What follows belongs to an exercise in optimizing a design on an open flow for small area and a short achievable clock period; a production flow would make more cautious choices. Function was checked by simulation only, so behaviour that the tests miss may differ from the original. Power figures rest on the tool's default switching activity, not on a simulated workload. The flow treats the clock pin as an ideal source, which a real chip does not have.

==> inputs of build 85 <==
## pipelinediv
module pipelinediv (clock, dividend, divisor, quotient, remainder);
input clock;
input [31:0] dividend;
input [15:0] divisor;
output [31:0] quotient;
output [15:0] remainder;
reg [31:0] x0;
reg [15:0] d0;
always @(posedge clock) begin x0 <= dividend; d0 <= ~divisor; end
wire [0:0] g1s0_s = x0[31];
wire [0:0] g1s0_g = g1s0_s[0] | d0[0];
wire [0:0] g1s0_p = g1s0_s[0:0] ^ d0[0:0];
wire [0:0] g1s0_b = {1'b1};
wire g1s0_q = g1s0_g[0] & (&d0[15:1]);
wire [0:0] g1s0_df = g1s0_p[0:0] ^ g1s0_b[0:0];
wire [0:0] g1s0_r = g1s0_q ? g1s0_df : g1s0_s[0:0];
wire [31:0] g1s0_x = {x0[30:0], g1s0_q};
reg [31:0] x1;
reg [15:0] d1;
reg [0:0] r1;
always @(posedge clock) begin x1 <= g1s0_x; d1 <= d0; r1 <= g1s0_r; end
wire [1:0] g2s0_s = {r1, x1[31]};
wire [1:0] g2s0_g = {g2s0_s[1:1] & d1[1:1], g2s0_s[0] | d1[0]};
wire [1:0] g2s0_p = g2s0_s[1:0] ^ d1[1:0];
wire g2s0_G0_1 = g2s0_g[1] | (g2s0_p[1] & g2s0_g[0]);
wire [1:0] g2s0_b = {g2s0_g[0], 1'b1};
  ...
clock: 18.0 ns
lec_check: 0
cap_margin: 20
core_margin: 2
core_utilization: 70
place_density: 0.8
slew_margin: 20
standard.sh (not shown) runs the stock make flow with config.mk's settings and CLKGATE_MAP_FILE= SYNTH_SCRIPT=/design/flow/synth_recipe.tcl, a recipe that flattens the netlist after the stock synthesis.
==> flow/flow/run.sh <==
#!/bin/bash
set -euo pipefail
bash standard.sh "BUFFER_PORTS_ARGS=-buffer_cell sky130_fd_sc_hd__buf_2" "CTS_ARGS=-sink_clustering_enable -repair_clock_nets -dont_use_dummy_load -buf_list sky130_fd_sc_hd__clkbuf_16 -sink_clustering_size 30 -sink_clustering_max_diameter 80 -balance_levels" finish > make_finish.log 2>&1
==> trial 90: changes against build 85 <==
==> flow/flow/run.sh (replaced) <==
#!/bin/bash
set -euo pipefail
bash standard.sh "BUFFER_PORTS_ARGS=-buffer_cell sky130_fd_sc_hd__buf_2" "CTS_ARGS=-sink_clustering_enable -repair_clock_nets -dont_use_dummy_load -buf_list sky130_fd_sc_hd__clkbuf_16 -sink_clustering_size 25 -sink_clustering_max_diameter 60" finish > make_finish.log 2>&1
CORE_UTILIZATION = 75   (was 70)
PLACE_DENSITY = 0.85   (was 0.8)
==> build 96: changes against build 85 <==
==> flow/flow/run.sh (replaced) <==
#!/bin/bash
set -euo pipefail
bash standard.sh "BUFFER_PORTS_ARGS=-buffer_cell sky130_fd_sc_hd__buf_2" "CTS_ARGS=-sink_clustering_enable -repair_clock_nets -dont_use_dummy_load -buf_list sky130_fd_sc_hd__clkbuf_16 -sink_clustering_size 30 -sink_clustering_max_diameter 80" finish > make_finish.log 2>&1
==> build 71: changes against build 85 <==
==> flow/flow/run.sh (replaced) <==
#!/bin/bash
set -euo pipefail
bash standard.sh "BUFFER_PORTS_ARGS=-buffer_cell sky130_fd_sc_hd__buf_2" "CTS_ARGS=-sink_clustering_enable -repair_clock_nets -dont_use_dummy_load -buf_list sky130_fd_sc_hd__clkbuf_16 -sink_clustering_size 36 -sink_clustering_max_diameter 100" finish > make_finish.log 2>&1
==> key figures <==
Run status
  – Status: no timing/DRC/antenna violations

Critical path
  – Crit path from: x32[11]$_DFF_P_
  – Flop2flop setup slack: 13.59 ns

Final layout
  – CLK BUF: 76
  – Share of cells above drive strength 1: 0.130

Timing
  – Clock skew: around 0.077 ns
  – Max-slew headroom: 0.323

CTS
  – Num CTS Buffers: 76

Floorplanning
  – Initial Util: 0.703
  – Die Wd: 288 um

Place
  – Placed Cells: 4943

Global routing
  – Vias in the first global route: 26600

Power and ir drop
  – Leak: 0.0256 uW
Source of the figures above: build 96

==> key figures <==
Timing
  – Clock skew: just over 0.06 ns

Floorplanning
  – Initial Util: 0.757
  – Die Wd: 278 um

CTS
  – Num CTS Buffers: 95

Power and ir drop
  – Leak: 0.0258 uW

Place
  – Placed Cells: between 4000 and 5000

Critical path
  – Crit path from: x32[14]$_DFF_P_

Run status
  – Status: no timing/DRC/antenna violations
Source of the figures above: trial 90

==> key figures <==
Run status
  – Status: no timing/DRC/antenna violations

Floorplanning
  – Die Wd: around 290 um

Power and ir drop
  – Leak: 0.0254 uW

Timing
  – Max-slew headroom: 0.322

Critical path
  – Crit path from: x32[21]$_DFF_P_

Final layout
  – Share of cells above drive strength 1: 0.127
Source of the figures above: build 71

==> key figures <==
Place
  – Placed Cells: 4943

Timing
  – Max-slew headroom: 0.323

Critical path
  – Flop2flop setup slack: 13.59 ns
  – Crit path from: x32[11]$_DFF_P_

Run status
  – Status: no timing/DRC/antenna violations

Final layout
  – CLK BUF: 76
  – Share of cells above drive strength 1: 0.130

Global routing
  – Vias in the first global route: 26600
Source of the figures above: build 85

## afterwards: timing with drivers on the ports
The flow's constraints put no driver on any port. The routed layouts listed below were extracted and timed again, unchanged, in two steps.
Step 1 (the two cells are an assumption about what drives the block):
set clk [get_ports {clock}]
set_driving_cell -lib_cell sky130_fd_sc_hd__clkbuf_16 $clk
set_driving_cell -lib_cell sky130_fd_sc_hd__buf_2 [delete_from_list [all_inputs] $clk]
Step 2 times the ports against the registers' clock, not the clock port: input delays grow and output delays shrink by t, the midpoint of the rising clock arrivals with the driver on.
Slacks: ideal / step 1 / step 2; pairs: ideal / step 1.
run | shift t [ns] | setup WS [ns] | hold WS [ns] | slew at the worst register clock pin (ns) | worst data-port slew with drivers (ns)
build 85 | 0.680 | 13.274 / 13.211 / 13.594 | 0.292 / 0.292 / 0.292 | 0.11 / 0.11 | 0.05
trial 90 | 0.710 | 13.265 / 13.200 / 13.500 | 0.308 / 0.308 / 0.308 | 0.10 / 0.10 | 0.05
build 96 | 0.680 | 13.274 / 13.211 / 13.594 | 0.292 / 0.292 / 0.292 | 0.11 / 0.11 | 0.05
build 71 | 0.708 | 13.255 / 13.193 / 13.605 | 0.297 / 0.297 / 0.297 | 0.12 / 0.12 | 0.05
After both steps setup and hold are still met in every run listed.
